This design comes from an exercise in tuning for small area, a short achievable clock period and few clock cycles per item on the open sky130 flow, not from production work.
Where RTL was checked, it was by simulation tests only, not by an equivalence proof against the original.
No activity file was given, so power comes from the tool's default toggle rates.

## popcount256
module popcount256 (
  input  logic         clk_i,
  input  logic         rst_ni,
  input  logic         valid_i,
  input  logic [255:0] data_i,
  output logic         valid_o,
  output logic [8:0]   popcount_o
);
  localparam integer Latency = 4;
  logic [8:0] count;
  popcount_pipe u_popcount (
    .clk_i  (clk_i),
    .data_i (data_i),
    .count_o(count)
  );
  logic [Latency-1:0] valid_q;
  always_ff @(posedge clk_i or negedge rst_ni) begin
    if (!rst_ni) begin
      valid_q <= '0;
    end else begin
      valid_q <= {valid_q[Latency-2:0], valid_i};
    end
  end
  assign valid_o = valid_q[Latency-1];
  always_ff @(posedge clk_i) begin
    popcount_o <= count;
  end
endmodule
For scale: about 430 cells after synthesis, roughly 170 flip-flops.
==> flow/config.mk <==
export PLATFORM = sky130hd
export DESIGN_NAME = popcount256
export DESIGN_NICKNAME = popcount256
export VERILOG_FILES = /design/flow/design.v
export SDC_FILE = /design/flow/constraint.sdc
export NUM_CORES = 4
export LEC_CHECK = 0
export CAP_MARGIN = 20
export CORE_MARGIN = 2
export CORE_UTILIZATION = 55
export SLEW_MARGIN = 20
export SYNTH_HIERARCHICAL = 1
export BUFFER_PORTS_ARGS = -buffer_cell sky130_fd_sc_hd__buf_1
export CTS_ARGS = -sink_clustering_enable -repair_clock_nets -dont_use_dummy_load -buf_list sky130_fd_sc_hd__clkbuf_8 -sink_buffer_max_cap_derate 1.0 -sink_clustering_size 25
==> flow/constraint.sdc <==
create_clock -name core_clock -period 9.5 [get_ports {clk_i}]
set_input_delay 1.9000 -clock core_clock [delete_from_list [all_inputs] [get_ports {clk_i}]]
set_output_delay 1.9000 -clock core_clock [all_outputs]
set_load 0.01 [all_outputs]
standard.sh (not shown) runs the stock make flow with config.mk's settings and CLKGATE_MAP_FILE= SYNTH_SCRIPT=/design/flow/synth_recipe.tcl, a recipe that flattens the netlist after the stock synthesis.
==> flow/flow/run.sh <==
#!/bin/bash
# Own layout flow: the standard ORFS flow (standard.sh, standard synthesis
# unchanged), with sky130 buf_1 cells as the port buffers and a clock tree
# built without dummy balancing loads. Each tool's output is in the ORFS logs
# (orfs/logs/...); make's own output goes to standard.log.
set -euo pipefail
cat >> config.mk <<'EOF2'
export BUFFER_PORTS_ARGS = -buffer_cell sky130_fd_sc_hd__buf_1
export CTS_ARGS = -sink_clustering_enable -repair_clock_nets -dont_use_dummy_load -buf_list sky130_fd_sc_hd__clkbuf_8 -sink_buffer_max_cap_derate 1.0 -sink_clustering_size 25
EOF2
bash standard.sh finish > standard.log 2>&1
Testbench counts at the start, summed over its fixed seeds: cycles 16,024, items 16,000.
==> next run, changes <==
--- a/flow/flow/run.sh
+++ b/flow/flow/run.sh
@@ -7,5 +7,5 @@
 cat >> config.mk <<'EOF2'
 export BUFFER_PORTS_ARGS = -buffer_cell sky130_fd_sc_hd__buf_1
-export CTS_ARGS = -sink_clustering_enable -repair_clock_nets -dont_use_dummy_load -buf_list sky130_fd_sc_hd__clkbuf_8 -sink_buffer_max_cap_derate 1.0 -sink_clustering_size 25
+export CTS_ARGS = -sink_clustering_enable -repair_clock_nets -dont_use_dummy_load -buf_list sky130_fd_sc_hd__clkbuf_8
 EOF2
 bash standard.sh finish > standard.log 2>&1
- CORE_UTILIZATION: 55 -> 45
- CTS_ARGS: -sink_clustering_enable -repair_clock_nets -dont_use_dummy_load -buf_list sky130_fd_sc_hd__clkbuf_8 -sink_buffer_max_cap_derate 1.0 -sink_clustering_size 25 -> -sink_clustering_enable -repair_clock_nets -dont_use_dummy_load -buf_list sky130_fd_sc_hd__clkbuf_8
- GPL_ROUTABILITY_DRIVEN: not set -> 0
- PLACE_DENSITY: not set -> 0.9
What happened: The changed run produced a clean layout; setup slack gets better by 0.013 ns; routed wire length rose by 21%; via count rose by 3.5%; sequential power stays flat; first-iteration DRC count fell by 3.8%; critical path depth stays the same.
==> next run, changes <==
- CORE_UTILIZATION: 45 -> 55
- GPL_ROUTABILITY_DRIVEN: 0 -> not set
- PLACE_DENSITY: 0.9 -> not set
Setup slack degrades by 0.013 ns.
Clock-buffer cell count stays the same.
Maximum frequency came out lower by 0.45%.

========
job 101:
popcount256 again, from the RTL that the note above started with.
export LEC_CHECK = 0
export CAP_MARGIN = 20
export CORE_MARGIN = 2
export CORE_UTILIZATION = 55
export PLACE_DENSITY = 0.8
export SLEW_MARGIN = 20
export SYNTH_HIERARCHICAL = 1
export BUFFER_PORTS_ARGS = -buffer_cell sky130_fd_sc_hd__buf_1
export CTS_ARGS = -sink_clustering_enable -repair_clock_nets -dont_use_dummy_load -buf_list sky130_fd_sc_hd__clkbuf_8
create_clock -name core_clock -period 9.5 [get_ports {clk_i}]
==> flow/flow/run.sh <==
#!/bin/bash
# Own layout flow: the standard ORFS flow (standard.sh, standard synthesis
# unchanged), with sky130 buf_1 cells as the port buffers and a clock tree
# built without dummy balancing loads. Each tool's output is in the ORFS logs
# (orfs/logs/...); make's own output goes to standard.log.
set -euo pipefail
cat >> config.mk <<'EOF2'
export BUFFER_PORTS_ARGS = -buffer_cell sky130_fd_sc_hd__buf_1
export CTS_ARGS = -sink_clustering_enable -repair_clock_nets -dont_use_dummy_load -buf_list sky130_fd_sc_hd__clkbuf_8
EOF2
bash standard.sh finish > standard.log 2>&1
Job 101 completed end to end with timing, DRC and antenna clean.
Testbench counts of job 101, summed over its fixed seeds: cycles 16,024, items 16,000.
Input-level comparison between job 102 and job 101:
Settings: CTS_ARGS changed from -sink_clustering_enable -repair_clock_nets -dont_use_dummy_load -buf_list sky130_fd_sc_hd__clkbuf_8 to -sink_clustering_enable -repair_clock_nets -dont_use_dummy_load -buf_list "sky130_fd_sc_hd__clkbuf_4 sky130_fd_sc_hd__clkbuf_8"; PLACE_DENSITY removed (was 0.8).
--- a/flow/flow/run.sh
+++ b/flow/flow/run.sh
@@ -8,3 +8,3 @@
 export BUFFER_PORTS_ARGS = -buffer_cell sky130_fd_sc_hd__buf_1
-export CTS_ARGS = -sink_clustering_enable -repair_clock_nets -dont_use_dummy_load -buf_list sky130_fd_sc_hd__clkbuf_8
+export CTS_ARGS = -sink_clustering_enable -repair_clock_nets -dont_use_dummy_load -buf_list "sky130_fd_sc_hd__clkbuf_4 sky130_fd_sc_hd__clkbuf_8"
 EOF2
- Job 102 finished all stages; the layout is clean.
- From job 101 to job 102, number of antenna violations at the first check in global routing did not move at all.
- Measured against each other, job 101 and job 102 differ in global-route usage, the higher figure coming from job 101.
- From job 101 to job 102, final instance area did not move at all.
- Job 102 -> job 101: synthesized area delta 0, exact match
- Compared with job 101, job 102 improves global-route wire length before repair.
### job 102 -> job 103
Settings: a change of CTS_ARGS from -sink_clustering_enable -repair_clock_nets -dont_use_dummy_load -buf_list "sky130_fd_sc_hd__clkbuf_4 sky130_fd_sc_hd__clkbuf_8" to -sink_clustering_enable -repair_clock_nets -dont_use_dummy_load -buf_list sky130_fd_sc_hd__clkbuf_8; a change of CORE_UTILIZATION from 55 to 65.
--- a/flow/flow/run.sh
+++ b/flow/flow/run.sh
@@ -8,3 +8,3 @@
 export BUFFER_PORTS_ARGS = -buffer_cell sky130_fd_sc_hd__buf_1
-export CTS_ARGS = -sink_clustering_enable -repair_clock_nets -dont_use_dummy_load -buf_list "sky130_fd_sc_hd__clkbuf_4 sky130_fd_sc_hd__clkbuf_8"
+export CTS_ARGS = -sink_clustering_enable -repair_clock_nets -dont_use_dummy_load -buf_list sky130_fd_sc_hd__clkbuf_8
 EOF2
[summary]
Taking job 102 as the reference, in job 103 overall via count from detail_route saw little to no change; via count of the first global-routing pass saw an increase; power saw a decrease. Job 102 -> job 103: clock-pin slew of the registers on the worst-case setup and hold paths flat. Core utilization on job 103 is up relative to job 102. Relative to job 102, the wire length of the first global-routing pass of job 103 is higher by about 9%. Relative to job 102, the cell count of job 103 is lower by 16. Job 103 ended up with data_i[151] as its first element of the critical path; job 102 ended up with valid_q[3].

========
== the reference run ==
popcount256, a different RTL version from the one above (not shown whole).
Size: roughly 420 cells after synthesis, roughly 160 flip-flops, roughly 8300 sq um of cells after synthesis.
## popcount256
module popcount256 (
  input  logic         clk_i,
  input  logic         rst_ni,
  input  logic         valid_i,
  input  logic [255:0] data_i,
  output logic         valid_o,
  output logic [8:0]   popcount_o
);
export LEC_CHECK = 0
export CAP_MARGIN = 20
export CORE_MARGIN = 2
export CORE_UTILIZATION = 65
export SLEW_MARGIN = 20
export SYNTH_HIERARCHICAL = 1
create_clock -name core_clock -period 9.5 [get_ports {clk_i}]
run.sh (not shown) runs the stock make flow with config.mk's settings and CLKGATE_MAP_FILE= SYNTH_SCRIPT=/design/flow/synth_recipe.tcl, a recipe that flattens the netlist after the stock synthesis.
Stock flow here: none of the scripts above is used.
The reference run failed in clock tree synthesis with DPL-0033.
## Diff of input files: the trial run against the reference run
# the reference run
export LEC_CHECK = 0
export CAP_MARGIN = 20
export CORE_MARGIN = 2
export CORE_UTILIZATION = 65
export SLEW_MARGIN = 20
export SYNTH_HIERARCHICAL = 1
create_clock -name core_clock -period 9.5 [get_ports {clk_i}]
# the trial run
export LEC_CHECK = 0
export CAP_MARGIN = 20
export CORE_MARGIN = 2
export CORE_UTILIZATION = 50
export SLEW_MARGIN = 20
export SYNTH_HIERARCHICAL = 1
export BUFFER_PORTS_ARGS = -buffer_cell sky130_fd_sc_hd__buf_1
export CTS_ARGS = -sink_clustering_enable -repair_clock_nets -dont_use_dummy_load
create_clock -name core_clock -period 9.5 [get_ports {clk_i}]
==> flow/flow/run.sh (new file) <==
#!/bin/bash
# Own layout flow: the standard ORFS flow, with plain sky130 buf_1 cells
# as the port buffers and a clock tree without dummy balancing loads.
set -euo pipefail
cat >> config.mk <<'EOT'
export BUFFER_PORTS_ARGS = -buffer_cell sky130_fd_sc_hd__buf_1
export CTS_ARGS = -sink_clustering_enable -repair_clock_nets -dont_use_dummy_load
EOT
bash standard.sh finish > standard.log 2>&1
==> flow/standard.sh (new file) <==
#!/bin/bash
# synth_recipe.tcl (not shown) runs the flow's synth.tcl, then flattens the netlist and writes it again
# the make line also repeats each setting of config.mk as NAME=value (left out here)
make -C /OpenROAD-flow-scripts/flow DESIGN_CONFIG=/design/flow/config.mk WORK_HOME=/design/flow/orfs CLKGATE_MAP_FILE= SYNTH_SCRIPT=/design/flow/synth_recipe.tcl "${@:-finish}"
removed: flow/run.sh
## What came out
- Looking at die width, the trial run sits about 14% above the reference run.
- Fraction of synthesized cell area in xor and xnor cells came out exactly the same in the reference run and the trial run.
- As far as synthesized area goes, the trial run and the reference run are indistinguishable; the numbers are identical.
- Comparing number of cell rows for the reference run and the trial run, the smaller number came from the reference run.
- The flow ran to completion for all of the reference run and the trial run but the reference run, which stopped partway.
- Diff the reference run -> the trial run: final estimated routing congestion in global placement fell about 8%; detailed placer's ending HPWL fell 4600 microns.
- Looking at effective utilization at floorplan, the trial run sits below the reference run.
- Height of the die for the trial run is higher than for the reference run.
Function was not checked in any run of this note: the RTL went through the layout flow alone.

==> port drivers added, routing unchanged <==
Ports are ideal in the flow. The routed layouts listed here were re-timed in OpenROAD. Step 1 sets driving cells, clkbuf_16 on the clock port and buf_2 on the other inputs (assumed; they add their load-dependent delay and slew). Step 2, shift: input delay + t, output delay - t, t = (earliest + latest rising clock arrival at the registers) / 2. This alone moves slack from input paths to output paths. a / b / c = ideal ports / drivers / drivers and shift; a / b = the first two.
| run | t (ns) | setup slack, ns | worst setup path after step 2 |
|---|---|---|---|
| the first run of note 1 | 0.456 | 6.691 / 6.656 / 6.311 | input to register |
| the second run of note 1 | 0.462 | 6.704 / 6.665 / 6.287 | input to register |
| the third run of note 1 | 0.456 | 6.691 / 6.656 / 6.311 | input to register |
| job 101 | 0.470 | 6.701 / 6.660 / 6.315 | input to register |
| job 102 | 0.456 | 6.691 / 6.656 / 6.311 | input to register |
| job 103 | 0.462 | 6.640 / 6.630 / 6.190 | input to register |
| the trial run | 0.447 | 6.534 / 6.534 / 6.158 | input to register |
After both steps every run listed still meets setup and hold. For job 103, which loses most, drivers alone change the setup slack by -0.010 ns; drivers and shift together by -0.450 ns.
